This design comes from an exercise in tuning for small area, a short achievable clock period and few clock cycles on the open sky130 flow, not from production work.
Function was checked by simulation only, so behaviour that the tests miss may differ from the original.
Power is estimated from default activity; no workload was simulated.

--- flow/config.mk ---
export PLATFORM = sky130hd
export DESIGN_NAME = ME
export DESIGN_NICKNAME = ME
export VERILOG_FILES = /design/flow/design.v
export SDC_FILE = /design/flow/constraint.sdc
export NUM_CORES = 8
export LEC_CHECK = 0
export ABC_AREA = 1
export ABC_CLOCK_PERIOD_IN_PS = 2200
export CAP_MARGIN = 20
export CORE_MARGIN = 2
export CORE_UTILIZATION = 60
export CTS_CLUSTER_DIAMETER = 100
export CTS_CLUSTER_SIZE = 30
export PLACE_DENSITY = 0.65
export SETUP_SLACK_MARGIN = 3.4
export SLEW_MARGIN = 20
export TNS_END_PERCENT = 100
--- flow/constraint.sdc ---
create_clock -name core_clock -period 5.5 [get_ports {clk}]
set_input_delay 1.1000 -clock core_clock [delete_from_list [all_inputs] [get_ports {clk}]]
set_output_delay 1.1000 -clock core_clock [all_outputs]
set_load 0.01 [all_outputs]
--- flow/design.v ---
module ME(
    input clk,
    input rst_n,
    input block_valid,
    input area_valid,
    input [7:0] in_data,
    output logic out_valid,
    output logic signed [2:0] out_vector
);
logic [7:0] nblk [0:15];
always_ff @(posedge clk)
    if (block_valid) begin
        for (int k = 0; k < 15; k++) nblk[k] <= nblk[k+1];
        nblk[15] <= ~in_data;
    end
logic [7:0] pix [0:11];
always_ff @(posedge clk) begin
    pix[0] <= in_data;
    for (int d = 1; d < 12; d++) pix[d] <= pix[d-1];
end
function automatic [7:0] pixd(input integer i);
    pixd = i == 0 ? pix[11] : i == 1 ? pix[7] : i == 2 ? pix[3] : in_data;
endfunction
logic [7:0] adv [0:15];
logic       adc [0:15];
always_ff @(posedge clk)
    for (int k = 0; k < 16; k++)
        {adc[k], adv[k]} <= {1'b0, pixd(k/4)} + {1'b0, nblk[k]};
logic [3:0] pd0 [0:14];
logic [3:0] pd1 [0:14];
logic [3:0] pd2 [0:14];
logic       kc1 [0:14];
logic       kc2 [0:14];
function automatic [3:0] topmask(input integer s);
    integer m, k;
    m = (255 * (s + 1)) >> 8;
    k = 0;
    while (k < m) k = 2 * k + 1;
    topmask = k;
endfunction
function automatic [4:0] radd4(input [3:0] a, input [3:0] b, input ci);
    logic c;
    c = ci;
    for (int i = 0; i < 4; i++) begin
        radd4[i] = a[i] ^ b[i] ^ c;
        c = (a[i] & b[i]) | (c & (a[i] ^ b[i]));
    end
    radd4[4] = c;
endfunction
always_ff @(posedge clk)
    for (int s = 0; s < 15; s++) begin
        logic [11:0] t;
        logic [4:0] q0;
        logic [4:0] q1;
        logic [4:0] q2;
        t = {4'd0, adv[s] ^ {8{~adc[s]}}};
        q0 = radd4((s == 0 ? 4'd0 : pd0[s-1]), t[3:0], adc[s]);
        q1 = radd4((s == 0 ? 4'd0 : pd1[s-1]), t[7:4], (s == 0 ? 1'b0 : kc1[s-1]));
        q2 = radd4((s == 0 ? 4'd0 : pd2[s-1]), t[11:8], (s == 0 ? 1'b0 : kc2[s-1]));
        pd0[s] <= q0[3:0];
        kc1[s] <= q0[4];
        pd1[s] <= q1[3:0];
        kc2[s] <= q1[4];
        pd2[s] <= q2[3:0] & topmask(s);
    end
logic [11:0] sad;
always_ff @(posedge clk)
    sad <= {pd2[14], pd1[14], pd0[14]} + ({11'd0, kc1[14]} << 4) + ({11'd0, kc2[14]} << 8)
           + {4'd0, adv[15] ^ {8{~adc[15]}}} + {11'd0, adc[15]};
logic [5:0] idx;
logic v1, v2;
always_ff @(posedge clk, negedge rst_n)
    if (!rst_n) begin
        v1 <= 1'b0;
        v2 <= 1'b0;
    end else begin
        v1 <= area_valid;
        v2 <= v1;
    end
always_ff @(posedge clk)
    idx <= block_valid ? 6'd0 : idx + {5'd0, v2};
wire win_ok = v2 && idx[5:3] >= 3'd3 && idx[2:0] >= 3'd3;
wire first  = idx == 6'd27;
logic [11:0] nmin;    
wire better = first || sad < ~nmin;
logic [2:0] min_x, min_y;
wire [2:0] cur_x = idx[2:0] - 3'd5;    
wire [2:0] cur_y = 3'd5 - idx[5:3];    
always_ff @(posedge clk)
    if (win_ok && better) begin
        nmin    <= ~sad;
        min_x   <= cur_x;
        min_y   <= cur_y;
    end
wire last = v2 && idx == 6'd63;
logic second;
always_ff @(posedge clk, negedge rst_n)
    if (!rst_n) begin
        out_valid  <= 1'b0;
        second     <= 1'b0;
        out_vector <= 3'd0;
    end else begin
        second    <= last;
        out_valid <= last || second;
        if (last)
            out_vector <= better ? cur_x : min_x;
        else if (second)
            out_vector <= min_y;
        else
            out_vector <= 3'd0;
    end
endmodule
--- flow/run.sh ---
#!/bin/bash
# synth_recipe.tcl (not shown) runs the flow's synth.tcl, then flattens the netlist and writes it again
# the make line also repeats each setting of config.mk as NAME=value (left out here)
make -C /OpenROAD-flow-scripts/flow DESIGN_CONFIG=/design/flow/config.mk WORK_HOME=/design/flow/orfs CLKGATE_MAP_FILE= SYNTH_SCRIPT=/design/flow/synth_recipe.tcl finish
==> results_dict.tcl, run 1 <==
set metrics [dict create \
    path_class "reg2out" \
    nNetsFinal 2305 \
    grt-ovfl-total 0 \
    synth_seq_cells 603 \
    maxSlewHeadroom 0.445 \
    ant_nets 0 \
    instances_no_fill 2524 \
    insertion_delay_ns 0.58 \
    avgSynthCellArea_um2 12.4 \
    crit_path_cell_trace "buf_6" \
    syn_nets 2256 \
    initial_core_util 0.606 \
    tightest_slew_ns 0.833 \
    cp-start-kind "flop" \
    gp_congestion 0.796 \
    rsz0062_at_grt "yes" \
    reg2reg_from "adv[15][4]" \
    cts_root_buf "clkbuf_16" \
    dieArea_um2 41600 \
    syn_to_final_growth_pct 9.11 \
    cts_buffers 24 \
    io_buffers 15 \
    clock_skew_ns 0.0322 \
    maxCapViolCount 0 \
    die_x_um 204 \
    num_rows 73 \
    layout_setup_ws_ns 3.32 \
    critPathMaxFanout 1 \
    drv_slew 0 \
    grt_pass1_wl_mm 65.6 \
    slowest_delay_ns 0.39 \
    antenna_found_initial 0 \
    pin_count 16 \
    syn_area_um2 24000 \
    ys_types 29 \
    synth_top_family_by_area "adder cells" \
    crit_cells 1 \
    firstDrtPassIters 5 \
    seq_area_um2 13600 \
    hpwl_mm 29.3 \
    vias 12600 \
    totalWireLength_mm 39.6 \
    place_area_um2 24900 \
    synthAdderAreaFrac 0.199 \
    grt_max_degree 120 \
    utilization 0.661 \
    track_usage 0.200 \
    ys_seq_area_frac 0.566 \
    synth_compound_area_frac 0.0373 \
    r2r_slack_ns 3.39 \
    period_needed_ns 2.18 \
    p_per_area_nw_per_um2 480 \
    die_h_um 204 \
    drc 0 \
    synthMuxAreaShare 0.00631 \
    drt_iter0_markers 483 \
    fill_cells 3015 \
    tns_ns 0 \
    final_area_um2 26200 \
    clk_pin_slew_ns 0.11 \
    yosys.area_share.simple 0.0563 \
    status "complete, no violations" \
    holdCritStartpoint "pix[5][3]" \
    cts_tree "built" \
    crit_family "flip-flops" \
    wire_per_inst_um 15.7 \
    h-tree-depth 1 \
    syn_inst 1933 \
    pre_cts_ws_ns 2.17 \
    endpoint_kind "output port" \
    post-route-period-util 0.396 \
    crit_arrival_ns 1.08 \
    insertedDiodeCount 0 \
    finalSetupViolations 0 \
    synthXorXnorAreaFrac 0.0888 \
    final_common_cell "dfxtp_1" \
    viasPerCell 5.00 \
    core_um2 39500 \
    worstSetupStartpoint "out_vector[1]" \
    dp_cells 2458 \
    hold_path.class "reg2reg" \
    crit_required_ns 4.40 \
    worstRegToRegCells 11 \
    cts.sinks 603 \
    layout-drive-gt1-share 0.109 \
    clockBufferDepth 3 \
    whs_path_depth 0 \
    multi_input_area_um2 9780 \
    grt_pass1_vias 13300 \
    final_cell_mix "432 x dfxtp_1, 244 x inv_1, 180 x ha_1, 146 x edfxtp_1, 130 x nand2_1" \
    yosys_warnings 10 \
    crit_path_top_delay_cell "dfrtp_1" \
    irDropWorstVdd_mv 0.280 \
    fmax_mhz 459 \
    power_leakage_nw 11.6 \
    timing.final.hold_violations 0 \
    crit_buf_inv 1 \
]
## worst paths after layout
check / endpoint
setup / recovery: out_vector[1]
max in group asynchronous: second
setup reg to reg: sad[9]
hold / removal: pix[6][3]
hold reg to reg: pix[6][3]
min in group asynchronous: out_vector[0]
## report_power, final
group	total [mW]	internal (mW)	switching, mW
combinational	4.04	1.85	2.19
sequential	6.33	5.76	0.572
clock	2.18	0.889	1.29
## synthesized netlist by cell type, drive strengths merged
cell type	instances	area [um^2]
a21o	2	15.0
a21oi	127	636
buf	17	85.1
dfrtp	7	175
dfxtp	450	9010
edfxtp	146	4380
fa	116	2320
ha	195	2440
inv	276	1040
mux2	1	11.3
mux2i	14	140
nand2	139	537
nand3	77	385
nand4	30	188
nor2	50	195
nor3	7	45.0
o211ai	18	140
o21ai	17	92.6
o21bai	1	11.3
xnor2	106	928
xor2	137	1200
## layout make-up
| cell class | count | area share |
|---|---|---|
| clock buffers | 42 | 0.0267 |
| clock inverters | 1 | 0.00115 |
| inverters | 276 | 0.0396 |
| multi-input cells | 1037 | 0.374 |
| flip-flops and latches | 603 | 0.521 |
| well taps | 525 | 0.0251 |
| repair buffers | 40 | 0.0124 |
## cells by family after synthesis
logic type	after synthesis
xor gates and xnor gates	243
AOI/OAI and AO/OA	165
buffers and inverters	293
adders and majority gates	311
and+or+nand+nor	303
DFF	603
muxes	15
## repair_timing
action,4_1_cts,5_1_grt
gates resized for setup,92,70
buffers inserted,21,2
hold buffers,0,0
endpoints found under the setup margin,100,40
pin swaps,27,27
## routing by layer
| metal | up-vias | global-route usage | part of all wire |
|---|---|---|---|
| met4 | 0 | 0.0516 | 0.020 |
| met2 | 154 | 0.355 | 0.50 |
| li1 | 6341 | - | - |
| met5 | - | 0 | 0 |
| met3 | 54 | 0.0204 | 0.029 |
| met1 | 6059 | 0.263 | 0.45 |
## sequential cells by signal, summed over array words and instances, names as in the netlist, 15 cells and up
| signal | count |
|---|---|
| nblk | 128 |
| adc | 16 |
| pd0 | 60 |
| pd1 | 60 |
| pix | 96 |
| adv | 128 |
| kc1 | 15 |
| pd2 | 43 |
## metrics by stage
step | power [mW] | hold slack, ns
floorplan | 8.93 | 0.310
global placement | 9.98 | 0.310
detailed placement | 10.1 | 0.312
CTS | 12.5 | 0.329
global route | 13.6 | 0.342
finish | 12.5 | 0.331
Testbench counts, summed over its fixed seeds: cycles 43,008.
==> inputs of run 2 (changes only) <==
--- a/flow/config.mk
+++ b/flow/config.mk
@@ -12,7 +12,7 @@
 export CORE_UTILIZATION = 60
 export CTS_CLUSTER_DIAMETER = 100
 export CTS_CLUSTER_SIZE = 30
-export PLACE_DENSITY = 0.65
+export PLACE_DENSITY = 0.8
 export SETUP_SLACK_MARGIN = 3.4
 export SLEW_MARGIN = 20
 export TNS_END_PERCENT = 100
==> run 2 against run 1 <==
Compared with the run above: hold slack improved by 0.0012 ns; highest routed layer unchanged; count of clock-buffer cells in the layout rose by 1; critical endpoint is now out_valid; register-to-register slack got worse by 0.04 ns; sequential power barely moved; critical path type unchanged; wire length rose by 5.5%.
==> results_dict.tcl, run 2 <==
set metrics [dict create \
    power_leakage_nw 11.6 \
    crit_path_top_delay_cell "dfrtp_1" \
    syn_to_final_growth_pct 9.14 \
    drc 0 \
    fill_cells 2729 \
    final_common_cell "dfxtp_1" \
    rsz0062_at_grt "yes" \
    irDropWorstVdd_mv 0.348 \
    slowest_delay_ns 0.39 \
    cts_root_buf "clkbuf_16" \
    drv_slew 0 \
    crit_required_ns 4.40 \
    crit_arrival_ns 1.10 \
    avgSynthCellArea_um2 12.4 \
    critPathMaxFanout 1 \
    maxSlewHeadroom 0.528 \
    grt.busiest_layer "met2" \
    vias 13000 \
    cts_buffers 24 \
    synth_most_common_cell "dfxtp_1" \
    status "complete, no violations" \
    cts_tree "built" \
    dieArea_um2 41600 \
    grt_pass1_vias 14300 \
    hpwl_mm 29.7 \
    finalSetupViolations 0 \
    insertion_delay_ns 0.59 \
    crit_buf_inv 1 \
    wire_per_inst_um 16.6 \
    nNetsFinal 2305 \
    async_flop_share 0.0116 \
    tns_ns 0 \
    met2_usage 0.397 \
    maxCapViolCount 0 \
    synth.area.top_cells "dfxtp_1 38%, edfxtp_1 18%, ha_1 10%, fa_1 9.7%, xor2_1 5.0%" \
    yosys_warnings 10 \
    grt_max_degree 78 \
    path_class "reg2out" \
    total_power_mw 12.8 \
    die_x_um 204 \
    fmax_mhz 455 \
    yosys-top-cells-count "450 x dfxtp_1, 274 x inv_1, 195 x ha_1" \
    gp_congestion 0.846 \
    syn_area_um2 24000 \
    num_rows 73 \
    track_usage 0.210 \
    die_h_um 204 \
    syn_inst 1933 \
    timing.final.hold_violations 0 \
    layout-drive-gt1-share 0.112 \
    multi_input_area_um2 9790 \
    ys_types 29 \
    hold_path.class "reg2reg" \
    cts.sinks 603 \
    ys_seq_area_frac 0.566 \
    p_per_area_nw_per_um2 488 \
    cts-hold-fix-buffers 0 \
    drt_iter0_markers 682 \
    synth_edf_count 146 \
    period_needed_ns 2.20 \
    final_cell_mix "429 x dfxtp_1, 245 x inv_1, 181 x ha_1, 146 x edfxtp_1, 130 x nand2_1" \
    crit_path_cell_trace "buf_2" \
    met1_usage 0.251 \
    crit_family "flip-flops" \
    grt_pass1_wl_mm 69.2 \
    seq_area_um2 13600 \
    clk_pin_slew_ns 0.11 \
    insertedDiodeCount 0 \
    synth_top_area_share 0.376 \
    ant_nets 0 \
    clockBufferDepth 3 \
    synth_top_cell_by_area "dfxtp_1" \
    syn_nets 2256 \
    clock_skew_ns 0.0356 \
    core_um2 39500 \
    synthFlopType "dfxtp_1" \
    grt-ovfl-total 0 \
    tightest_slew_ns 0.708 \
    viasPerCell 5.15 \
    io_buffers 15 \
    firstDrtPassIters 5 \
    post-route-period-util 0.399 \
    antenna_found_initial 0 \
    totalWireLength_mm 41.8 \
    initial_core_util 0.606 \
    use_met3 0.0242 \
    synth_seq_cells 603 \
    cp-start-kind "flop" \
    endpoint_kind "output port" \
    pin_count 16 \
    h-tree-depth 1 \
]
## run 2: cell counts after synthesis
Identical to the previous run, type by type.
## run 2: what timing repair did
item                                    CTS  global route
pin swaps                                28            29
hold endpoints to repair                  0             0
setup buffers                            21             2
gates resized for setup                 119            50
endpoints found under the setup margin  106            42
gates cloned                              0             0
## run 2: cells by family after synthesis
| logic type | synth area share |
|---|---|
| flops | 0.566 |
| mux | 0.00631 |
| fa+ha+maj | 0.199 |
| xor+xnor | 0.0888 |
| compound gates | 0.0373 |
| buf+inv | 0.0468 |
| simple gates | 0.0563 |
## run 2: final cells by class
type,count,area share
Clock inverter,1,0.00115
Inverter,276,0.0396
Clock buffer,43,0.0265
Tap cell,525,0.0251
Timing Repair Buffer,40,0.0125
Multi-Input combinational cell,1037,0.374
Sequential cell,603,0.521
## run 2: stage by stage
step | utilization | hold WS (ns) | area (um^2) | worst slack, ns | instances
6_report | 0.662 | 0.333 | 26200 | 3.30 | 2525
5_1_grt | 0.662 | 0.340 | 26200 | 3.25 | 2525
4_1_cts | 0.656 | 0.335 | 26000 | 3.28 | 2523
3_5_place_dp | 0.629 | 0.312 | 24900 | 2.25 | 2458
3_3_place_gp | 0.629 | 0.310 | 24900 | 2.31 | 2458
2_1_floorplan | - | 0.310 | 24200 | 3.23 | 1933
## run 2: final timing paths
| check | slack [ns] | end | cells past startpoint | start |
|---|---|---|---|---|
| worst min register to register | 0.33 | pix[9][7] | 0 | pix[8][7] |
| worst max-delay path | 3.30 | out_valid | 1 | out_valid |
| worst min-delay path | 0.33 | pix[9][7] | 0 | pix[8][7] |
| min in group asynchronous | 0.76 | out_vector[1] | 1 | rst_n |
| max in group asynchronous | 4.51 | out_vector[0] | 1 | rst_n |
| worst max register to register | 3.35 | sad[9] | 12 | adc[15] |
## run 2: metal layers
| layer | vias up | routed length [um] |
|---|---|---|
| li1 | 6353 | - |
| met1 | 6348 | 17400 |
| met2 | 209 | 22100 |
| met5 | - | 0 |
| met3 | 86 | 1180 |
| met4 | 0 | 1160 |
## run 2: power breakdown
| group | leakage, nW | total (mW) | internal [mW] | switching, mW |
|---|---|---|---|---|
| clock network | 0.344 | 2.19 | 0.882 | 1.31 |
| registers | 5.31 | 6.34 | 5.76 | 0.580 |
| logic | 5.91 | 4.24 | 1.90 | 2.34 |
| total | 11.6 | 12.8 | 8.54 | 4.23 |
==> inputs of run 3 (changes only) <==
--- a/flow/config.mk
+++ b/flow/config.mk
@@ -12,7 +12,7 @@
 export CORE_UTILIZATION = 60
 export CTS_CLUSTER_DIAMETER = 100
 export CTS_CLUSTER_SIZE = 30
-export PLACE_DENSITY = 0.8
+export PLACE_DENSITY = 0.75
 export SETUP_SLACK_MARGIN = 3.4
 export SLEW_MARGIN = 20
 export TNS_END_PERCENT = 100
==> run 3 against run 2 <==
Compared with the run above: utilization down 0.28 points; clock power about the same; sequential power about the same; die area did not move; critical endpoint is now pd1[14][3]; highest routed layer unchanged.
==> results_dict.tcl, run 3 <==
set metrics [dict create \
    timing.final.hold_violations 0 \
    nNetsFinal 2303 \
    p_seq_frac 0.507 \
    clock_skew_ns 0.0327 \
    layout_setup_ws_ns 3.31 \
    viasPerCell 5.06 \
    tightest_slew_ns 0.939 \
    io_buffers 15 \
    final_common_cell "dfxtp_1" \
    grt_pass1_vias 13600 \
    initial_core_util 0.606 \
    endpoint_kind "flop" \
    crit_buf_inv 3 \
    dieArea_um2 41600 \
    ant_nets 0 \
    p_sw_mw 4.08 \
    layout-drive-gt1-share 0.104 \
    path_class "reg2reg" \
    synth_top_area_share 0.376 \
    pin_count 16 \
    insertedDiodeCount 0 \
    vias 12800 \
    totalWireLength_mm 40.1 \
    crit_family "adder cells" \
    grt_max_degree 101 \
    hold_path.class "reg2reg" \
    p_comb_frac 0.318 \
    syn_inst 1933 \
    crit_path_top_delay_cell "fa_1" \
    maxCapViolCount 0 \
    post-route-period-util 0.398 \
    fmax_mhz 457 \
    syn_to_final_growth_pct 8.68 \
    core_um2 39500 \
    h-tree-depth 1 \
    seq_area_um2 13600 \
    grt_pass1_wl_mm 65.9 \
    crit_required_ns 5.96 \
    drc 0 \
    clk_pin_slew_ns 0.11 \
    syn_nets 2256 \
    drt_iter0_markers 656 \
    p_sw_frac 0.326 \
    cts.sinks 603 \
    fill_cells 2849 \
    tns_ns 0 \
    whs_ns 0.330 \
    final_area_um2 26100 \
    die_h_um 204 \
    multi_input_area_um2 9710 \
    yosys_warnings 10 \
    final_cell_mix "433 x dfxtp_1, 245 x inv_1, 183 x ha_1, 146 x edfxtp_1, 130 x nand2_1" \
    firstDrtPassIters 5 \
    synth_most_common_cell "dfxtp_1" \
    crit_path_cell_trace "xor2_4, fa_2, inv_2, fa_2, inv_2, fa_2, inv_2, fa_1" \
    rsz0062_at_grt "yes" \
    hpwl_mm 29.3 \
    intPower_mw 8.42 \
    track_usage 0.199 \
    critPathMaxFanout 1 \
    wire_per_inst_um 15.9 \
    crit_arrival_ns 2.65 \
    avgSynthCellArea_um2 12.4 \
    ys_seq_area_frac 0.566 \
    synth_top_cell_by_area "dfxtp_1" \
    period_needed_ns 2.19 \
    gp_congestion 0.884 \
    num_rows 73 \
    cts_buffers 24 \
    cts_root_buf "clkbuf_16" \
    cts_tree "built" \
    irDropWorstVdd_mv 0.308 \
    insertion_delay_ns 0.58 \
    antenna_found_initial 0 \
    syn_area_um2 24000 \
    grt-ovfl-total 0 \
    finalSetupViolations 0 \
    synth.area.top_cells "dfxtp_1 38%, edfxtp_1 18%, ha_1 10%, fa_1 9.7%, xor2_1 5.0%" \
    drv_slew 0 \
    synthFlopType "dfxtp_1" \
    power_leakage_nw 11.5 \
    p_per_area_nw_per_um2 480 \
    place_area_um2 24900 \
    instances_no_fill 2522 \
    synth_seq_cells 603 \
    maxSlewHeadroom 0.374 \
    cp-start-kind "flop" \
    async_flop_share 0.0116 \
    dp_cells 2458 \
    status "complete, no violations" \
    clock_power_share 0.175 \
    synth_edf_count 146 \
    die_x_um 204 \
    pre_cts_ws_ns 2.29 \
    slowest_delay_ns 0.41 \
    clockBufferDepth 3 \
    yosys-top-cells-count "450 x dfxtp_1, 274 x inv_1, 195 x ha_1" \
    ys_types 29 \
]
==> run 3: cell counts after synthesis <==
No cell type changed its count.
==> run 3: worst register-to-register path: stages, from the launching register on <==
cell	delay [ns]
dfxtp_4	0.38
xor2_4	0.18
fa_2	0.36
inv_2	0.07
fa_2	0.20
inv_2	0.04
fa_2	0.37
inv_2	0.06
fa_1	0.41
==> run 3: cells by family (layout without fill, tap and decap cells) <==
logic type               Yosys count  count (layout)  synth area share
multiplexers                      15              15           0.00631
flip-flops                       603             603             0.566
XOR/XNOR                         243             243            0.0888
adder cells (fa/ha/maj)          311             311             0.199
buffers and inverters            293             357            0.0468
AND/OR/NAND/NOR                  303             303            0.0563
AO/OA/AOI/OAI                    165             165            0.0373
==> run 3: repair_timing <==
action | CTS | global route
pin swaps | 24 | 34
resized for setup | 102 | 53
setup endpoints to repair | 103 | 58
buffers inserted | 20 | 1
cloned | 0 | 0
hold buffers | 0 | 0
==> run 3: routing by layer <==
metal / GRT usage / vias to the layer above / share of wire
li1: - / 6329 / -
met1: 0.249 / 6203 / 0.43
met2: 0.366 / 165 / 0.52
met3: 0.0217 / 70 / 0.028
met4: 0.0540 / 0 / 0.026
met5: 0 / - / 0
==> run 3: worst paths after layout <==
kind,startpoint,depth (start not counted),slack (ns),end
worst max-delay path,adv[14][4],8,3.31,pd1[14][3]
worst min-delay path,pix[5][3],0,0.33,pix[6][3]
worst max register to register,adv[14][4],8,3.31,pd1[14][3]
worst min register to register,pix[5][3],0,0.33,pix[6][3]
max in group asynchronous,rst_n,1,4.50,out_vector[1]
min in group asynchronous,rst_n,1,0.77,out_valid
==> run 3: cell type report <==
cell class,instances,share of cell area
clock buffer,42,0.0268
clock inverter,1,0.00115
inverter,276,0.0398
multi-input combinational,1037,0.373
sequential,603,0.523
tap,525,0.0252
timing repair buffer,38,0.0112
==> run 3: power by group through the flow <==
stage | Combinational [mW] | Sequential [mW] | Clock (mW)
2_1_floorplan | 2.71 | 6.23 | 0
3_3_place_gp | 3.54 | 6.45 | 0
3_5_place_dp | 3.69 | 6.46 | 0
4_1_cts | 3.96 | 6.33 | 2.24
5_1_grt | 4.65 | 6.45 | 2.38
6_report | 3.98 | 6.33 | 2.19
==> run 3: through the flow <==
step	power, mW	utilization
3_5_place_dp	10.1	0.629
5_1_grt	13.5	0.659
4_1_cts	12.5	0.655
3_3_place_gp	9.99	0.629
6_report	12.5	0.659
2_1_floorplan	8.93	-
==> inputs of run 4 (changes only) <==
--- a/flow/config.mk
+++ b/flow/config.mk
@@ -13,6 +13,6 @@
 export CTS_CLUSTER_DIAMETER = 100
 export CTS_CLUSTER_SIZE = 30
 export PLACE_DENSITY = 0.75
-export SETUP_SLACK_MARGIN = 3.4
+export SETUP_SLACK_MARGIN = 3.35
 export SLEW_MARGIN = 20
 export TNS_END_PERCENT = 100
==> run 4 against run 3 <==
Compared with the run above: clock power about the same; die area unchanged; count of clock-buffer cells in the layout unchanged; utilization up 0.23 points; wire length down 0.50%; highest routed layer unchanged; critical path depth down 7; non-clock buffer count up 3; global-route usage about the same; first-iteration DRC count down 5.5%.
==> results_dict.tcl, run 4 <==
set metrics [dict create \
    synth.area.top_cells "dfxtp_1 38%, edfxtp_1 18%, ha_1 10%, fa_1 9.7%, xor2_1 5.0%" \
    ys_types 29 \
    synth_edf_count 146 \
    ys_seq_area_frac 0.566 \
    power_leakage_nw 11.6 \
    maxSlewHeadroom 0.295 \
    grt_max_degree 103 \
    crit_family "flip-flops" \
    async_flop_share 0.0116 \
    synth_top_cell_by_area "dfxtp_1" \
    crit_cells 1 \
    fmax_mhz 454 \
    fill_cells 2824 \
    io_buffers 15 \
    path_class "reg2out" \
    crit_arrival_ns 1.10 \
    gp_congestion 0.875 \
    die_x_um 204 \
    status "complete, no violations" \
    core_um2 39500 \
    clk_pin_slew_ns 0.12 \
    grt_pass1_vias 13700 \
    p_per_area_nw_per_um2 483 \
    crit_required_ns 4.40 \
    insertion_delay_ns 0.58 \
    clock_skew_ns 0.0276 \
    slowest_delay_ns 0.39 \
    drt_iter0_markers 620 \
    synth_seq_cells 603 \
    rsz0062_at_grt "yes" \
    avgSynthCellArea_um2 12.4 \
    finalSetupViolations 0 \
    insertedDiodeCount 0 \
    critPathMaxFanout 1 \
    whs_path_depth 0 \
    drc 0 \
    cp-start-kind "flop" \
    drv_slew 0 \
    firstDrtPassIters 5 \
    vias 12900 \
    p_seq_frac 0.502 \
    final_cell_mix "432 x dfxtp_1, 249 x inv_1, 181 x ha_1, 146 x edfxtp_1" \
    syn_nets 2256 \
    clock_power_share 0.173 \
    synth_most_common_cell "dfxtp_1" \
    synth_top_area_share 0.376 \
    final_common_cell "dfxtp_1" \
    pin_count 16 \
    track_usage 0.199 \
    nNetsFinal 2306 \
    p_sw_mw 4.12 \
    r2r_slack_ns 3.35 \
    synthFlopType "dfxtp_1" \
    hold_path.class "reg2reg" \
    final_area_um2 26200 \
    intPower_mw 8.50 \
    cts_root_buf "clkbuf_16" \
    syn_inst 1933 \
    hpwl_mm 28.8 \
    grt_pass1_wl_mm 66.1 \
    pre_cts_ws_ns 2.24 \
    die_h_um 204 \
    ant_nets 0 \
    crit_buf_inv 1 \
    cts.sinks 603 \
    grt-ovfl-total 0 \
    syn_to_final_growth_pct 9.07 \
    yosys-top-cells-count "450 x dfxtp_1, 274 x inv_1, 195 x ha_1" \
    crit_path_top_delay_cell "dfrtp_1" \
    antenna_found_initial 0 \
    wire_per_inst_um 15.8 \
    p_sw_frac 0.327 \
    period_needed_ns 2.20 \
    h-tree-depth 1 \
    clockBufferDepth 3 \
    syn_area_um2 24000 \
    crit_path_cell_trace "buf_2" \
    worstRegToRegCells 11 \
    endpoint_kind "output port" \
    cts_tree "built" \
    layout_setup_ws_ns 3.30 \
    cts_buffers 24 \
    p_comb_frac 0.325 \
    maxCapViolCount 0 \
    totalWireLength_mm 39.9 \
    tns_ns 0 \
    irDropWorstVdd_mv 0.292 \
    tightest_slew_ns 1.06 \
    yosys_warnings 10 \
    timing.final.hold_violations 0 \
    viasPerCell 5.11 \
    place_area_um2 24800 \
    initial_core_util 0.606 \
    post-route-period-util 0.401 \
    num_rows 73 \
    layout-drive-gt1-share 0.103 \
    dieArea_um2 41600 \
]
## run 4: changes by cell type in the layout (fill, tap and decap cells not counted), sizes merged
| cell | before | now |
|---|---|---|
| buf | 29 | 32 |
| clkbuf | 45 | 44 |
| clkdlybuf4s50 | 2 | 3 |
| clkinv | 1 | 2 |
## run 4: metrics by stage
stage           util  hold WS [ns]  total power [mW]  std cells
3_5_place_dp   0.628         0.312              10.1       2458
5_1_grt        0.661         0.336              13.6       2526
6_report       0.661         0.326              12.6       2526
3_3_place_gp   0.628         0.310              9.95       2458
4_1_cts        0.654         0.334              12.6       2523
2_1_floorplan      -         0.310              8.89       1933
## run 4: final cells by class
class | instances | area, um^2 | area share
clock buffer | 42 | 689 | 0.0264
clock inverter | 2 | 35.0 | 0.00134
inverter | 276 | 1040 | 0.0396
multi-input combinational | 1037 | 9770 | 0.374
sequential | 603 | 13600 | 0.521
tap | 525 | 657 | 0.0251
timing repair buffer | 41 | 337 | 0.0129
## run 4: power groups by stage
stage                     Sequential, mW  Clock, mW  Combinational, mW
after floorplan                     6.22          0               2.67
after global placement              6.45          0               3.50
after detailed placement            6.46          0               3.61
after CTS                           6.34       2.23               3.98
after global routing                6.46       2.38               4.76
final                               6.33       2.19               4.10
## run 4: metal layers
metal | vias to the layer above | part of all wire | GRT usage
met2 | 181 | 0.52 | 0.367
met4 | 0 | 0.028 | 0.0555
met5 | - | 0 | 0
met3 | 79 | 0.023 | 0.0204
li1 | 6371 | - | -
met1 | 6279 | 0.43 | 0.248
## run 4: cells by family after synthesis
| kind of cell | share of synthesized area |
|---|---|
| flip-flops | 0.566 |
| adder cells (fa/ha/maj) | 0.199 |
| AND/OR/NAND/NOR | 0.0563 |
| buffers and inverters | 0.0468 |
| XOR/XNOR | 0.0888 |
| AO/OA/AOI/OAI | 0.0373 |
| multiplexers | 0.00631 |
## run 4: path summary, 6_finish.rpt
kind | start | end
worst max-delay path | out_vector[1] | out_vector[1]
worst min-delay path | pix[4][2] | pix[5][2]
worst min register to register | pix[4][2] | pix[5][2]
max in group asynchronous | rst_n | v1
min in group asynchronous | rst_n | out_vector[1]
worst max register to register | adc[15] | sad[9]
## run 4: repair_timing
item	CTS	global route
gates resized for setup	98	70
setup buffers	21	3
hold buffers	0	0
endpoints found under the setup margin	85	39
pin swaps	21	25
==> inputs of run 5 (changes only) <==
--- a/flow/config.mk
+++ b/flow/config.mk
@@ -12,7 +12,6 @@
 export CORE_UTILIZATION = 60
 export CTS_CLUSTER_DIAMETER = 100
 export CTS_CLUSTER_SIZE = 30
-export PLACE_DENSITY = 0.75
 export SETUP_SLACK_MARGIN = 3.35
 export SLEW_MARGIN = 20
 export TNS_END_PERCENT = 100
==> run 5 against run 4 <==
Compared with the run above: combinational power is 1% lower; largest power group unchanged; critical path type unchanged; synthesized cell count did not move; worst setup slack improved by 0.013 ns; clock skew grew 0.0040 ns; flip-flop and latch count is the same.
==> results_dict.tcl, run 5 <==
set metrics [dict create \
    crit_family "flip-flops" \
    p_sw_frac 0.325 \
    syn_inst 1933 \
    grt_pass1_wl_mm 65.3 \
    clock_power_share 0.177 \
    ant_nets 0 \
    drc 0 \
    crit_buf_inv 1 \
    synthAdderAreaFrac 0.199 \
    intPower_mw 8.50 \
    synth_top_area_share 0.376 \
    grt-ovfl-total 0 \
    synth_most_common_cell "dfxtp_1" \
    drt_iter0_markers 465 \
    synthXorXnorAreaFrac 0.0888 \
    maxCapViolCount 0 \
    insertedDiodeCount 0 \
    clk_pin_slew_ns 0.12 \
    synthMuxAreaShare 0.00631 \
    layout_setup_ws_ns 3.31 \
    synth.area.top_cells "dfxtp_1 38%, edfxtp_1 18%, ha_1 10%, fa_1 9.7%, xor2_1 5.0%" \
    die_h_um 204 \
    wire_per_inst_um 15.9 \
    period_needed_ns 2.19 \
    hold_path.class "reg2reg" \
    pre_cts_ws_ns 2.18 \
    ys_types 29 \
    pin_count 16 \
    tightest_slew_ns 0.803 \
    yosys.area_share.simple 0.0563 \
    synth_top_family_by_area "adder cells" \
    total_power_mw 12.6 \
    synth_edf_count 146 \
    utilization 0.661 \
    p_comb_frac 0.321 \
    dieArea_um2 41600 \
    yosys-top-cells-count "450 x dfxtp_1, 274 x inv_1, 195 x ha_1" \
    clock_skew_ns 0.0316 \
    final_common_cell "dfxtp_1" \
    avgSynthCellArea_um2 12.4 \
    crit_required_ns 4.40 \
    syn_nets 2256 \
    crit_path_cell_trace "buf_6" \
    antenna_found_initial 0 \
    final_cell_mix "432 x dfxtp_1, 249 x inv_1, 181 x ha_1, 146 x edfxtp_1, 130 x nand2_1" \
    nNetsFinal 2308 \
    num_rows 73 \
    tns_ns 0 \
    layout-drive-gt1-share 0.102 \
    viasPerCell 4.97 \
    drv_slew 0 \
    slowest_delay_ns 0.40 \
    firstDrtPassIters 4 \
    maxSlewHeadroom 0.465 \
    post-route-period-util 0.398 \
    cts.sinks 603 \
    instances_no_fill 2528 \
    ys_seq_area_frac 0.566 \
    grt_pass1_vias 13100 \
    critPathMaxFanout 1 \
    track_usage 0.200 \
    dp_cells 2458 \
    rsz0062_at_grt "yes" \
    yosys_warnings 10 \
    timing.final.hold_violations 0 \
    status "complete, no violations" \
    finalSetupViolations 0 \
    h-tree-depth 1 \
    cts_buffers 24 \
    gp_congestion 0.812 \
    vias 12600 \
    power_leakage_nw 11.6 \
    io_buffers 15 \
    cp-start-kind "flop" \
    synthFlopType "dfxtp_1" \
    hpwl_mm 29.6 \
    syn_area_um2 24000 \
    fill_cells 3047 \
    insertion_delay_ns 0.58 \
    crit_arrival_ns 1.09 \
    cts_tree "built" \
    worstSetupStartpoint "out_vector[1]" \
    reg2reg_from "adc[5]" \
    p_per_area_nw_per_um2 482 \
    synth_seq_cells 603 \
    endpoint_kind "output port" \
    clockBufferDepth 3 \
    crit_path_top_delay_cell "dfrtp_1" \
    p_sw_mw 4.09 \
    die_x_um 204 \
    p_seq_frac 0.503 \
    totalWireLength_mm 40.2 \
    core_um2 39500 \
    fmax_mhz 457 \
    grt_max_degree 79 \
    synth_compound_area_frac 0.0373 \
    async_flop_share 0.0116 \
    cts_root_buf "clkbuf_16" \
    syn_to_final_growth_pct 9.05 \
    synth_top_cell_by_area "dfxtp_1" \
    initial_core_util 0.606 \
    irDropWorstVdd_mv 0.301 \
    path_class "reg2out" \
    holdCritStartpoint "kc2[1]" \
]
run 5: path summary, 6_finish.rpt:
kind                                  to  slack (ns)  cells past startpoint
setup / recovery           out_vector[1]        3.31                      1
hold / removal                    pd2[2]        0.33                      0
setup reg to reg               pd1[5][3]        3.34                      8
hold reg to reg                   pd2[2]        0.33                      0
max in group asynchronous  out_vector[2]        4.52                      1
min in group asynchronous         second        0.76                      1
run 5: area by class of cell:
cell class / count / area [um^2] / area share
multi-input combinational: 1037 / 9730 / 0.372
inverter: 276 / 1040 / 0.0397
tap: 525 / 657 / 0.0251
timing repair buffer: 43 / 350 / 0.0134
clock inverter: 1 / 30.0 / 0.00115
clock buffer: 43 / 714 / 0.0273
sequential: 603 / 13600 / 0.521
run 5: kinds of logic (layout without fill, tap and decap cells):
kind of cell,after synthesis,count (layout)
fa+ha+maj,311,311
flops,603,603
mux,15,15
simple gates,303,303
xor+xnor,243,243
buf+inv,293,363
compound gates,165,165
run 5: timing repair:
| action | in CTS | in global routing |
|---|---|---|
| buffers inserted | 18 | 8 |
| hold buffers | 0 | 0 |
| setup endpoints to repair | 91 | 55 |
| pin swaps | 11 | 33 |
| gates resized for setup | 75 | 86 |
run 5: metal layers:
layer	track usage	vias up	share of wire
li1	-	6346	-
met1	0.268	6056	0.47
met2	0.354	117	0.49
met3	0.0214	47	0.022
met4	0.0401	0	0.019
met5	0	-	0
run 5: through the flow:
stage	area, um^2	hold WS, ns
6_report	26100	0.327
5_1_grt	26100	0.332
4_1_cts	25800	0.326
3_5_place_dp	24800	0.312
3_3_place_gp	24800	0.310
2_1_floorplan	24100	0.310
run 5: power by group through the flow:
| stage | Clock (mW) | Combinational, mW | Sequential, mW |
|---|---|---|---|
| after floorplan | 0 | 2.67 | 6.22 |
| after global placement | 0 | 3.55 | 6.47 |
| after detailed placement | 0 | 3.60 | 6.47 |
| after CTS | 2.29 | 3.89 | 6.34 |
| after global routing | 2.44 | 4.74 | 6.45 |
| final | 2.22 | 4.04 | 6.33 |
==> inputs of run 6 (changes only) <==
--- a/flow/config.mk
+++ b/flow/config.mk
@@ -12,6 +12,7 @@
 export CORE_UTILIZATION = 60
 export CTS_CLUSTER_DIAMETER = 100
 export CTS_CLUSTER_SIZE = 30
+export PLACE_DENSITY = 0.8
 export SETUP_SLACK_MARGIN = 3.35
 export SLEW_MARGIN = 20
 export TNS_END_PERCENT = 100
==> run 6 against run 5 <==
Compared with the run above: total power up 0.86%; design area about the same; combinational power up 3%; area after synthesis unchanged; clock skew down 0.011 ns; die area unchanged; via count up 2.7%; register-to-register slack better by 0.03 ns; utilization about the same; wire length up 0.61%; flip-flop and latch count unchanged; largest power group unchanged.
==> results_dict.tcl, run 6 <==
set metrics [dict create \
    synth_edf_count 146 \
    drv_slew 0 \
    die_x_um 204 \
    clk_pin_slew_ns 0.11 \
    drc 0 \
    ant_nets 0 \
    grt_pass1_vias 13800 \
    crit_required_ns 4.40 \
    r2r_end "pd1[6][3]" \
    maxCapViolCount 0 \
    tightest_slew_ns 0.796 \
    synth_seq_cells 603 \
    instances_no_fill 2525 \
    fmax_mhz 458 \
    tns_ns 0 \
    ys_seq_area_frac 0.566 \
    avgSynthCellArea_um2 12.4 \
    worstSetupStartpoint "out_vector[0]" \
    cp-start-kind "flop" \
    vias 12900 \
    pin_count 16 \
    crit_arrival_ns 1.08 \
    syn_inst 1933 \
    period_needed_ns 2.18 \
    layout_setup_ws_ns 3.32 \
    firstDrtPassIters 5 \
    r2r_slack_ns 3.37 \
    p_per_area_nw_per_um2 485 \
    holdCritStartpoint "pix[1][7]" \
    syn_area_um2 24000 \
    grt_pass1_wl_mm 66.6 \
    post-route-period-util 0.397 \
    p_seq_frac 0.499 \
    finalSetupViolations 0 \
    dp_cells 2458 \
    critPathMaxFanout 1 \
    synthFlopType "dfxtp_1" \
    track_usage 0.201 \
    rsz0062_at_grt "yes" \
    final_cell_mix "431 x dfxtp_1, 246 x inv_1, 181 x ha_1, 146 x edfxtp_1, 131 x nand2_1" \
    clockBufferDepth 3 \
    p_sw_mw 4.14 \
    core_um2 39500 \
    hold_path.class "reg2reg" \
    insertion_delay_ns 0.58 \
    cts_buffers 24 \
    async_flop_share 0.0116 \
    io_buffers 15 \
    grt_max_degree 78 \
    insertedDiodeCount 0 \
    final_area_um2 26200 \
    path_class "reg2out" \
    yosys_warnings 10 \
    gp_congestion 0.842 \
    yosys-top-cells-count "450 x dfxtp_1, 274 x inv_1, 195 x ha_1" \
    totalWireLength_mm 40.5 \
    hpwl_mm 28.7 \
    worstRegToRegCells 8 \
    synth_most_common_cell "dfxtp_1" \
    p_comb_frac 0.327 \
    grt-ovfl-total 0 \
    crit_buf_inv 1 \
    synth_top_area_share 0.376 \
    timing.final.hold_violations 0 \
    ys_types 29 \
    clock_skew_ns 0.0203 \
    wire_per_inst_um 16.0 \
    synth_top_cell_by_area "dfxtp_1" \
    maxSlewHeadroom 0.470 \
    status "complete, no violations" \
    viasPerCell 5.11 \
    cts_root_buf "clkbuf_16" \
    p_sw_frac 0.326 \
    total_power_mw 12.7 \
    syn_nets 2256 \
    antenna_found_initial 0 \
    dieArea_um2 41600 \
    clock_power_share 0.174 \
    layout-drive-gt1-share 0.105 \
    power_leakage_nw 11.6 \
    irDropWorstVdd_mv 0.307 \
    syn_to_final_growth_pct 9.13 \
    place_area_um2 24800 \
    synth.area.top_cells "dfxtp_1 38%, edfxtp_1 18%, ha_1 10%, fa_1 9.7%, xor2_1 5.0%" \
    nNetsFinal 2306 \
    final_common_cell "dfxtp_1" \
    h-tree-depth 1 \
    drt_iter0_markers 752 \
    slowest_delay_ns 0.39 \
    cts_tree "built" \
    cts.sinks 603 \
    initial_core_util 0.606 \
    crit_path_cell_trace "buf_6" \
    num_rows 73 \
    min_to "pix[2][7]" \
    whs_path_depth 0 \
    crit_family "flip-flops" \
    endpoint_kind "output port" \
    die_h_um 204 \
    pre_cts_ws_ns 2.29 \
    intPower_mw 8.56 \
    crit_path_top_delay_cell "dfrtp_1" \
    reg2reg_from "adc[6]" \
]
-- run 6: logic make-up after synthesis --
group                    after synthesis  share of synthesized area
buffers and inverters                293                     0.0468
AO/OA/AOI/OAI                        165                     0.0373
adder cells (fa/ha/maj)              311                      0.199
XOR/XNOR                             243                     0.0888
AND/OR/NAND/NOR                      303                     0.0563
multiplexers                          15                    0.00631
flip-flops                           603                      0.566
-- run 6: power by group through the flow --
stage               logic, mW  clock network (mW)  registers (mW)
finish                   4.16                2.21            6.33
global route             4.83                2.42            6.46
CTS                      4.01                2.27            6.33
detailed placement       3.60                   0            6.45
global placement         3.49                   0            6.44
floorplan                2.67                   0            6.22
-- run 6: worst max path at each step --
stage,to,slack [ns],depth (start not counted)
2_1_floorplan,adv[12][6],3.23,8
3_3_place_gp,adv[12][6],2.32,9
3_5_place_dp,adv[12][6],2.29,9
4_1_cts,out_valid,3.28,1
5_1_grt,sad[9],3.25,12
6_report,out_vector[0],3.32,1
-- run 6: timing repair --
action / in CTS / in global routing
pin swaps: 31 / 33
buffers inserted: 22 / 2
hold buffers: 0 / 0
cloned: 0 / 0
gates resized for setup: 110 / 57
setup endpoints to repair: 84 / 36
-- run 6: per-layer routing --
| metal | routed length (um) | global-route usage |
|---|---|---|
| met1 | 17200 | 0.245 |
| met2 | 21100 | 0.377 |
| met3 | 1140 | 0.0220 |
| met4 | 1070 | 0.0537 |
| met5 | 0 | 0 |
-- run 6: cell type report --
cell class                      instances  area (um^2)
Tap cell                              525          657
Sequential cell                       603        13600
Clock inverter                          1         30.0
Inverter                              276         1040
Multi-Input combinational cell       1037         9740
Fill cell                            2690        13400
Clock buffer                           42          721
Timing Repair Buffer                   41          349
-- run 6: through the flow --
| step | util | hold slack [ns] |
|---|---|---|
| floorplan | - | 0.310 |
| global placement | 0.628 | 0.310 |
| detailed placement | 0.628 | 0.312 |
| CTS | 0.657 | 0.333 |
| global route | 0.662 | 0.337 |
| finish | 0.662 | 0.335 |
==> inputs of run 7 (changes only) <==
--- a/flow/config.mk
+++ b/flow/config.mk
@@ -12,7 +12,7 @@
 export CORE_UTILIZATION = 60
 export CTS_CLUSTER_DIAMETER = 100
 export CTS_CLUSTER_SIZE = 30
-export PLACE_DENSITY = 0.8
+export PLACE_DENSITY = 0.7
 export SETUP_SLACK_MARGIN = 3.35
 export SLEW_MARGIN = 20
 export TNS_END_PERCENT = 100
==> run 7 against run 6 <==
Compared with the run above: still clean; non-clock buffer count shrank 1; total power shrank 1.9%; die area is the same; clock power is essentially flat; first-iteration DRC count shrank 22%; utilization shrank 0.34 points; area after synthesis is the same; clock skew grew 0.0043 ns; design area shrank 0.52%; register-to-register slack is essentially flat.
==> results_dict.tcl, run 7 <==
set metrics [dict create \
    status "complete, no violations" \
    drt_iter0_markers 584 \
    maxSlewHeadroom 0.390 \
    synth_seq_cells 603 \
    ys_types 29 \
    dieArea_um2 41600 \
    slowest_delay_ns 0.40 \
    tns_ns 0 \
    grt_pass1_vias 12900 \
    crit_path_cell_trace "buf_6" \
    worstRegToRegCells 8 \
    clock_skew_ns 0.0247 \
    synth.area.top_cells "dfxtp_1 38%, edfxtp_1 18%, ha_1 10%, fa_1 9.7%, xor2_1 5.0%" \
    wire_per_inst_um 15.7 \
    crit_path_top_delay_cell "dfrtp_1" \
    r2r_slack_ns 3.37 \
    path_class "reg2out" \
    pin_count 16 \
    yosys-top-cells-count "450 x dfxtp_1, 274 x inv_1, 195 x ha_1" \
    syn_nets 2256 \
    rsz0062_at_grt "yes" \
    nNetsFinal 2305 \
    layout-drive-gt1-share 0.0915 \
    io_buffers 15 \
    hpwl_mm 28.9 \
    holdCritStartpoint "pix[2][6]" \
    instances_no_fill 2525 \
    crit_required_ns 4.40 \
    dp_cells 2457 \
    utilization 0.658 \
    crit_arrival_ns 1.09 \
    ant_nets 0 \
    finalSetupViolations 0 \
    whs_path_depth 0 \
    post-route-period-util 0.398 \
    gp_congestion 0.852 \
    initial_core_util 0.606 \
    irDropWorstVdd_mv 0.241 \
    reg2reg_from "adv[11][4]" \
    critPathMaxFanout 1 \
    fill_cells 2939 \
    clockBufferDepth 3 \
    core_um2 39500 \
    tightest_slew_ns 0.916 \
    synth_most_common_cell "dfxtp_1" \
    syn_inst 1933 \
    cts_tree "built" \
    grt-ovfl-total 0 \
    antenna_found_initial 0 \
    drc 0 \
    clk_pin_slew_ns 0.11 \
    synth_top_cell_by_area "dfxtp_1" \
    total_power_mw 12.5 \
    final_cell_mix "433 x dfxtp_1, 255 x inv_1, 183 x ha_1, 146 x edfxtp_1" \
    insertion_delay_ns 0.57 \
    totalWireLength_mm 39.7 \
    cp-start-kind "flop" \
    die_x_um 204 \
    p_per_area_nw_per_um2 478 \
    crit_family "flip-flops" \
    avgSynthCellArea_um2 12.4 \
    maxCapViolCount 0 \
    r2r_end "pd1[11][3]" \
    syn_to_final_growth_pct 8.56 \
    num_rows 73 \
    fmax_mhz 457 \
    ys_seq_area_frac 0.566 \
    h-tree-depth 1 \
    die_h_um 204 \
    synth_edf_count 146 \
    min_to "pix[3][6]" \
    synthFlopType "dfxtp_1" \
    yosys_warnings 10 \
    cts_root_buf "clkbuf_16" \
    grt_pass1_wl_mm 65.0 \
    syn_area_um2 24000 \
    endpoint_kind "output port" \
    cts_buffers 24 \
    cts.sinks 603 \
    final_common_cell "dfxtp_1" \
    timing.final.hold_violations 0 \
    power_leakage_nw 11.6 \
    vias 12600 \
    period_needed_ns 2.19 \
    hold_path.class "reg2reg" \
    grt_max_degree 134 \
    firstDrtPassIters 7 \
    drv_slew 0 \
    async_flop_share 0.0116 \
    insertedDiodeCount 0 \
    crit_buf_inv 1 \
    track_usage 0.197 \
    synth_top_area_share 0.376 \
    viasPerCell 5.00 \
]
run 7: cell counts after synthesis:
No cell type changed its count.
run 7: power by group:
group	switching (mW)	internal, mW	total (mW)
logic	2.17	1.76	3.93
registers	0.583	5.76	6.34
clock network	1.30	0.880	2.18
total	4.05	8.40	12.5
run 7: what timing repair did:
item / CTS / global route
hold endpoints to repair: 0 / 0
pin swaps: 9 / 9
resized for setup: 66 / 75
gates cloned: 0 / 0
hold buffers: 0 / 0
endpoints found under the setup margin: 81 / 32
setup buffers: 24 / 0
run 7: worst max-delay path by stage:
stage / from / endpoint / slack [ns] / cells after the start
6_report: out_vector[2] / out_vector[2] / 3.31 / 1
5_1_grt: out_vector[2] / out_vector[2] / 3.25 / 1
4_1_cts: out_vector[2] / out_vector[2] / 3.27 / 1
3_5_place_dp: in_data[0] / adv[12][6] / 2.24 / 9
3_3_place_gp: in_data[0] / adv[12][6] / 2.29 / 9
2_1_floorplan: in_data[0] / adv[12][6] / 3.23 / 8
run 7: cell families after synthesis:
family,count (synthesis),share of synthesized area
DFF,603,0.566
adders and majority gates,311,0.199
and+or+nand+nor,303,0.0563
buffers and inverters,293,0.0468
xor gates and xnor gates,243,0.0888
AOI/OAI and AO/OA,165,0.0373
muxes,15,0.00631
run 7: cell type report:
type	count	area, um^2	area share
inverter	276	1040	0.0398
sequential	603	13600	0.524
clock buffer	42	689	0.0265
tap	525	657	0.0252
timing repair buffer	40	349	0.0134
multi-input combinational	1037	9640	0.370
clock inverter	2	28.8	0.00111
run 7: metrics by stage:
stage          setup WS (ns)  hold WS, ns  instance area [um^2]
2_1_floorplan           3.23        0.310                 24100
3_3_place_gp            2.29        0.311                 24800
3_5_place_dp            2.24        0.312                 24800
4_1_cts                 3.27        0.327                 25800
5_1_grt                 3.25        0.324                 26000
6_report                3.31        0.325                 26000
run 7: routing by layer:
metal  vias up  global-route usage  share of wire
li1       6360                   -              -
met3        38              0.0199          0.023
met1      6083               0.274           0.48
met5         -                   0              0
met2       151               0.338           0.48
met4         0              0.0396          0.018
==> inputs of run 8 (changes only) <==
--- a/flow/config.mk
+++ b/flow/config.mk
@@ -13,6 +13,7 @@
 export CTS_CLUSTER_DIAMETER = 100
 export CTS_CLUSTER_SIZE = 30
 export PLACE_DENSITY = 0.7
+export PLACE_DENSITY_LB_ADDON = 0.1
 export SETUP_SLACK_MARGIN = 3.35
 export SLEW_MARGIN = 20
 export TNS_END_PERCENT = 100
==> run 8 against run 7 <==
Compared with the run above: still clean; total power is essentially flat; cell count is essentially flat; non-clock buffer count grew 2; die area is the same; area after synthesis is the same; register-to-register slack lost 0.03 ns.
==> results_dict.tcl, run 8 <==
set metrics [dict create \
    grt_pass1_wl_mm 65.9 \
    timing.final.hold_violations 0 \
    post-route-period-util 0.395 \
    async_flop_share 0.0116 \
    synth_seq_cells 603 \
    total_power_mw 12.5 \
    power_leakage_nw 11.6 \
    cts.sinks 603 \
    endpoint_kind "output port" \
    crit_required_ns 4.40 \
    instances_no_fill 2526 \
    fill_cells 2959 \
    layout-drive-gt1-share 0.101 \
    dieArea_um2 41600 \
    ys_types 29 \
    grt_pass1_vias 13400 \
    tns_ns 0 \
    synth_most_common_cell "dfxtp_1" \
    num_rows 73 \
    cts_buffers 24 \
    wire_per_inst_um 15.6 \
    final_common_cell "dfxtp_1" \
    synth_edf_count 146 \
    syn_area_um2 24000 \
    hold_path.class "reg2reg" \
    pin_count 16 \
    final_area_um2 26100 \
    dp_cells 2459 \
    clk_pin_slew_ns 0.11 \
    p_per_area_nw_per_um2 478 \
    status "complete, no violations" \
    clock_skew_ns 0.0321 \
    crit_family "flip-flops" \
    synth.area.top_cells "dfxtp_1 38%, edfxtp_1 18%, ha_1 10%, fa_1 9.7%, xor2_1 5.0%" \
    maxCapViolCount 0 \
    crit_arrival_ns 1.07 \
    crit_buf_inv 1 \
    place_area_um2 24800 \
    vias 12700 \
    whs_ns 0.334 \
    avgSynthCellArea_um2 12.4 \
    antenna_found_initial 0 \
    crit_path_cell_trace "buf_2" \
    synth_top_cell_by_area "dfxtp_1" \
    final_cell_mix "435 x dfxtp_1, 250 x inv_1, 181 x ha_1, 146 x edfxtp_1, 130 x nand2_1" \
    die_x_um 204 \
    firstDrtPassIters 5 \
    insertedDiodeCount 0 \
    slowest_delay_ns 0.37 \
    cts_tree "built" \
    synthFlopType "dfxtp_1" \
    drv_slew 0 \
    syn_to_final_growth_pct 8.79 \
    ys_seq_area_frac 0.566 \
    drt_iter0_markers 412 \
    gp_congestion 0.815 \
    yosys-top-cells-count "450 x dfxtp_1, 274 x inv_1, 195 x ha_1" \
    yosys_warnings 10 \
    cts_root_buf "clkbuf_16" \
    synth_top_area_share 0.376 \
    track_usage 0.200 \
    crit_cells 1 \
    io_buffers 15 \
    die_h_um 204 \
    utilization 0.659 \
    layout_setup_ws_ns 3.33 \
    cp-start-kind "flop" \
    worstRegToRegCells 11 \
    totalWireLength_mm 39.5 \
    hpwl_mm 29.1 \
    tightest_slew_ns 0.829 \
    grt-ovfl-total 0 \
    core_um2 39500 \
    nNetsFinal 2307 \
    h-tree-depth 1 \
    cts-hold-fix-buffers 0 \
    syn_nets 2256 \
    maxSlewHeadroom 0.447 \
    crit_path_top_delay_cell "dfrtp_1" \
    drc 0 \
    pre_cts_ws_ns 2.16 \
    fmax_mhz 460 \
    critPathMaxFanout 1 \
    finalSetupViolations 0 \
    rsz0062_at_grt "yes" \
    irDropWorstVdd_mv 0.256 \
    ant_nets 0 \
    initial_core_util 0.606 \
    syn_inst 1933 \
    period_needed_ns 2.17 \
    path_class "reg2out" \
    viasPerCell 5.02 \
    grt_max_degree 83 \
    insertion_delay_ns 0.57 \
    clockBufferDepth 3 \
    whs_path_depth 0 \
]
[run 8: cell types whose count changed in the layout (fill, tap and decap cells not counted), sizes merged]
cell	change
dlymetal6s2s	-1
dlygate4sd2	-1
buf	+2
clkdlybuf4s15	+1
inv	-2
clkinv	+1
clkdlybuf4s50	+1
[run 8: routing by layer]
metal / part of all wire / wire length (um) / GRT usage
met1: 0.44 / 17500 / 0.259
met5: 0 / 0 / 0
met2: 0.51 / 20200 / 0.362
met3: 0.025 / 971 / 0.0231
met4: 0.022 / 875 / 0.0422
[run 8: what timing repair did]
item	CTS	global route
pin swaps	17	21
setup buffers	22	2
setup endpoints to repair	95	57
gates resized for setup	96	65
[run 8: power by group]
part | total (mW) | leakage [nW] | switching [mW] | internal, mW
sequential | 6.32 | 5.31 | 0.563 | 5.76
combinational | 3.98 | 5.91 | 2.17 | 1.81
clock | 2.16 | 0.340 | 1.29 | 0.877
[run 8: kinds of logic after synthesis]
| logic type | Yosys count | share of synthesized area |
|---|---|---|
| DFF | 603 | 0.566 |
| muxes | 15 | 0.00631 |
| xor gates and xnor gates | 243 | 0.0888 |
| and+or+nand+nor | 303 | 0.0563 |
| adders and majority gates | 311 | 0.199 |
| AOI/OAI and AO/OA | 165 | 0.0373 |
| buffers and inverters | 293 | 0.0468 |
[run 8: worst paths after layout]
| kind | start | slack [ns] | end |
|---|---|---|---|
| max | out_vector[2] | 3.33 | out_vector[2] |
| max in group asynchronous | rst_n | 4.51 | out_vector[1] |
| min reg2reg | pix[6][5] | 0.33 | pix[7][5] |
| min in group asynchronous | rst_n | 0.76 | v2 |
| min | pix[6][5] | 0.33 | pix[7][5] |
| max reg2reg | adc[15] | 3.34 | sad[9] |
[run 8: cell type report]
cell class | instances | area (um^2) | area share
Clock inverter | 1 | 30.0 | 0.00115
Multi-Input combinational cell | 1037 | 9710 | 0.372
Timing Repair Buffer | 42 | 340 | 0.0130
Sequential cell | 603 | 13600 | 0.522
Clock buffer | 42 | 689 | 0.0264
Inverter | 276 | 1040 | 0.0397
Tap cell | 525 | 657 | 0.0252
==> inputs of run 9 (changes only) <==
--- a/flow/config.mk
+++ b/flow/config.mk
@@ -12,8 +12,7 @@
 export CORE_UTILIZATION = 60
 export CTS_CLUSTER_DIAMETER = 100
 export CTS_CLUSTER_SIZE = 30
-export PLACE_DENSITY = 0.7
-export PLACE_DENSITY_LB_ADDON = 0.1
+export PLACE_DENSITY = 0.65
 export SETUP_SLACK_MARGIN = 3.35
 export SLEW_MARGIN = 20
 export TNS_END_PERCENT = 100
==> run 9 against run 8 <==
Compared with the run above: largest cell class unchanged; critical endpoint is now sad[9]; sequential share of layout area up 0.090 points; via count down 0.86%; hold slack worse by 0.039 ns; still clean.
==> results_dict.tcl, run 9 <==
set metrics [dict create \
    wire_per_inst_um 15.7 \
    whs_path_depth 0 \
    totalWireLength_mm 39.7 \
    cp-start-kind "flop" \
    insertedDiodeCount 0 \
    async_flop_share 0.0116 \
    p_per_area_nw_per_um2 478 \
    yosys_warnings 10 \
    path_class "reg2reg" \
    yosys.area_share.simple 0.0563 \
    synthXorXnorAreaFrac 0.0888 \
    cts_buffers 24 \
    synthFlopType "dfxtp_1" \
    top_layer "met4" \
    finalSetupViolations 0 \
    synthAdderAreaFrac 0.199 \
    die_x_um 204 \
    syn_to_final_growth_pct 8.62 \
    ys_types 29 \
    worstRegToRegCells 12 \
    cts_tree "built" \
    wl_met2_mm 19.8 \
    die_h_um 204 \
    hpwl_mm 29.4 \
    crit_arrival_ns 2.75 \
    cts.sinks 603 \
    synth_compound_area_frac 0.0373 \
    avgSynthCellArea_um2 12.4 \
    synth.area.top_cells "dfxtp_1 38%, edfxtp_1 18%, ha_1 10%, fa_1 9.7%, xor2_1 5.0%" \
    ant_nets 0 \
    clk_pin_slew_ns 0.11 \
    synth_top_family_by_area "adder cells" \
    firstDrtPassIters 6 \
    grt_max_degree 63 \
    critPathMaxFanout 5 \
    yosys-top-cells-count "450 x dfxtp_1, 274 x inv_1, 195 x ha_1" \
    syn_nets 2256 \
    route.met3.wl_um 974 \
    tns_ns 0 \
    endpoint_kind "flop" \
    h-tree-depth 1 \
    gp_congestion 0.843 \
    rsz0062_at_grt "yes" \
    status "complete, no violations" \
    antenna_found_initial 0 \
    p_comb_frac 0.318 \
    grt_pass1_wl_mm 65.2 \
    power_leakage_nw 11.6 \
    track_usage 0.199 \
    fill_cells 2991 \
    p_sw_mw 4.03 \
    timing.final.hold_violations 0 \
    synth_seq_cells 603 \
    pin_count 16 \
    period_needed_ns 2.24 \
    initial_core_util 0.606 \
    pre_cts_ws_ns 2.29 \
    synth_top_cell_by_area "dfxtp_1" \
    num_rows 73 \
    viasPerCell 4.98 \
    clockBufferDepth 3 \
    irDropWorstVdd_mv 0.325 \
    layout-drive-gt1-share 0.0970 \
    drt_iter0_markers 550 \
    cts_root_buf "clkbuf_16" \
    grt_pass1_vias 13200 \
    wl_met1_mm 18.0 \
    core_um2 39500 \
    drc 0 \
    vias 12600 \
    synthMuxAreaShare 0.00631 \
    utilization 0.658 \
    fmax_mhz 446 \
    synth_top_area_share 0.376 \
    nNetsFinal 2305 \
    p_sw_frac 0.324 \
    synth_edf_count 146 \
    syn_inst 1933 \
    tightest_slew_ns 0.677 \
    grt-ovfl-total 0 \
    layout_setup_ws_ns 3.26 \
    post-route-period-util 0.407 \
    maxCapViolCount 0 \
    syn_area_um2 24000 \
    final_common_cell "dfxtp_1" \
    crit_required_ns 6.02 \
    drv_slew 0 \
    clock_skew_ns 0.0434 \
    final_cell_mix "433 x dfxtp_1, 253 x inv_1, 179 x ha_1, 146 x edfxtp_1" \
    ys_seq_area_frac 0.566 \
    maxSlewHeadroom 0.549 \
    clock_power_share 0.174 \
    insertion_delay_ns 0.61 \
    intPower_mw 8.40 \
    synth_most_common_cell "dfxtp_1" \
    r2r_slack_ns 3.26 \
    io_buffers 15 \
    dieArea_um2 41600 \
    p_seq_frac 0.508 \
    hold_path.class "reg2reg" \
]
==> run 9: area by class of cell <==
type / instances / area, um^2 / share of cell area
multi-input cells: 1037 / 9690 / 0.372
clock buffers: 41 / 664 / 0.0255
well taps: 525 / 657 / 0.0252
inverters: 276 / 1040 / 0.0398
clock inverters: 2 / 46.3 / 0.00178
repair buffers: 40 / 322 / 0.0123
flip-flops and latches: 603 / 13600 / 0.523
==> run 9: power by group through the flow <==
stage	Clock [mW]	Sequential [mW]	Combinational, mW
floorplan	0	6.22	2.67
global placement	0	6.47	3.47
detailed placement	0	6.46	3.54
CTS	2.24	6.34	3.77
global route	2.38	6.45	4.68
finish	2.16	6.32	3.96
==> run 9: layer usage <==
| metal | track usage | up-vias |
|---|---|---|
| li1 | - | 6354 |
| met1 | 0.260 | 6013 |
| met2 | 0.355 | 142 |
| met3 | 0.0246 | 63 |
| met4 | 0.0472 | 0 |
| met5 | 0 | - |
==> run 9: timing repair <==
action | CTS | global route
hold buffers | 0 | 0
resized for setup | 92 | 63
pin swaps | 16 | 14
buffers inserted | 15 | 8
setup endpoints to repair | 86 | 49
endpoints found under the hold margin | 0 | 0
==> run 9: worst max-delay path, stage by stage, from the launching register on <==
cell and delay (ns):
dfxtp_4 0.40, xor2_2 0.16, fa_1 0.52, inv_2 0.05
ha_4 0.29, nand2_4 0.07, nor3_4 0.21, nor2_2 0.06
nor2_2 0.14, nand2_2 0.07, nand2_1 0.06, nand2_1 0.06
nand2_1 0.06
==> run 9: cell families (layout without fill, tap and decap cells) <==
family | after synthesis | after routing
compound gates | 165 | 165
xor+xnor | 243 | 243
fa+ha+maj | 311 | 311
buf+inv | 293 | 359
flops | 603 | 603
mux | 15 | 15
simple gates | 303 | 303
==> run 9: through the flow <==
step / cells / instance area, um^2 / hold slack (ns) / total power [mW]
after floorplan: 1933 / 24100 / 0.310 / 8.89
after global placement: 2458 / 24800 / 0.309 / 9.94
after detailed placement: 2458 / 24800 / 0.312 / 10.0
after CTS: 2516 / 25800 / 0.290 / 12.4
after global routing: 2524 / 26000 / 0.299 / 13.5
final: 2524 / 26000 / 0.295 / 12.4
==> run 9: final timing paths <==
kind / end / from
max reg2reg: sad[9] / adc[15]
min: pix[5][6] / pix[4][6]
min in group asynchronous: second / rst_n
min reg2reg: pix[5][6] / pix[4][6]
max: sad[9] / adc[15]
max in group asynchronous: out_vector[1] / rst_n

## afterwards: timing with drivers on the ports
No port has a modelled driver above. Below, the same layouts with a new extraction and two added sets of constraints. Step 1, drivers: a clkbuf_16 drives clk and a buf_2 each remaining input, both assumed. Step 2 moves the port delays by t, midway between the first and last clock arrival at a register: inputs arrive t later, outputs are due t later. That takes back most of the time a late clock gives input paths. a / b / c = ideal ports / drivers / drivers and shift; a / b = the first two.
run | shift t [ns] | slack for setup (ns) | worst setup path at the end | slew at the worst register clock pin (ns) | cell pins on the clock port's net
run 1 | 0.617 | 3.319 / 3.264 / 2.839 | input to register | 0.11 / 0.11 | 1
run 2 | 0.623 | 3.303 / 3.248 / 2.835 | input to register | 0.12 / 0.12 | 1
run 3 | 0.618 | 3.314 / 3.269 / 2.876 | input to register | 0.12 / 0.12 | 1
run 4 | 0.620 | 3.296 / 3.243 / 2.808 | input to register | 0.12 / 0.12 | 1
run 5 | 0.623 | 3.310 / 3.254 / 2.805 | input to register | 0.12 / 0.12 | 1
run 6 | 0.628 | 3.319 / 3.261 / 2.754 | input to register | 0.11 / 0.11 | 1
run 7 | 0.617 | 3.313 / 3.255 / 2.855 | input to register | 0.11 / 0.11 | 1
run 8 | 0.613 | 3.327 / 3.273 / 2.844 | input to register | 0.11 / 0.11 | 1
run 9 | 0.637 | 3.260 / 3.260 / 2.823 | input to register | 0.12 / 0.12 | 1
After both steps every run listed still meets setup and hold. For run 6, which loses most, drivers alone change the setup slack by -0.058 ns; drivers and shift together by -0.565 ns.
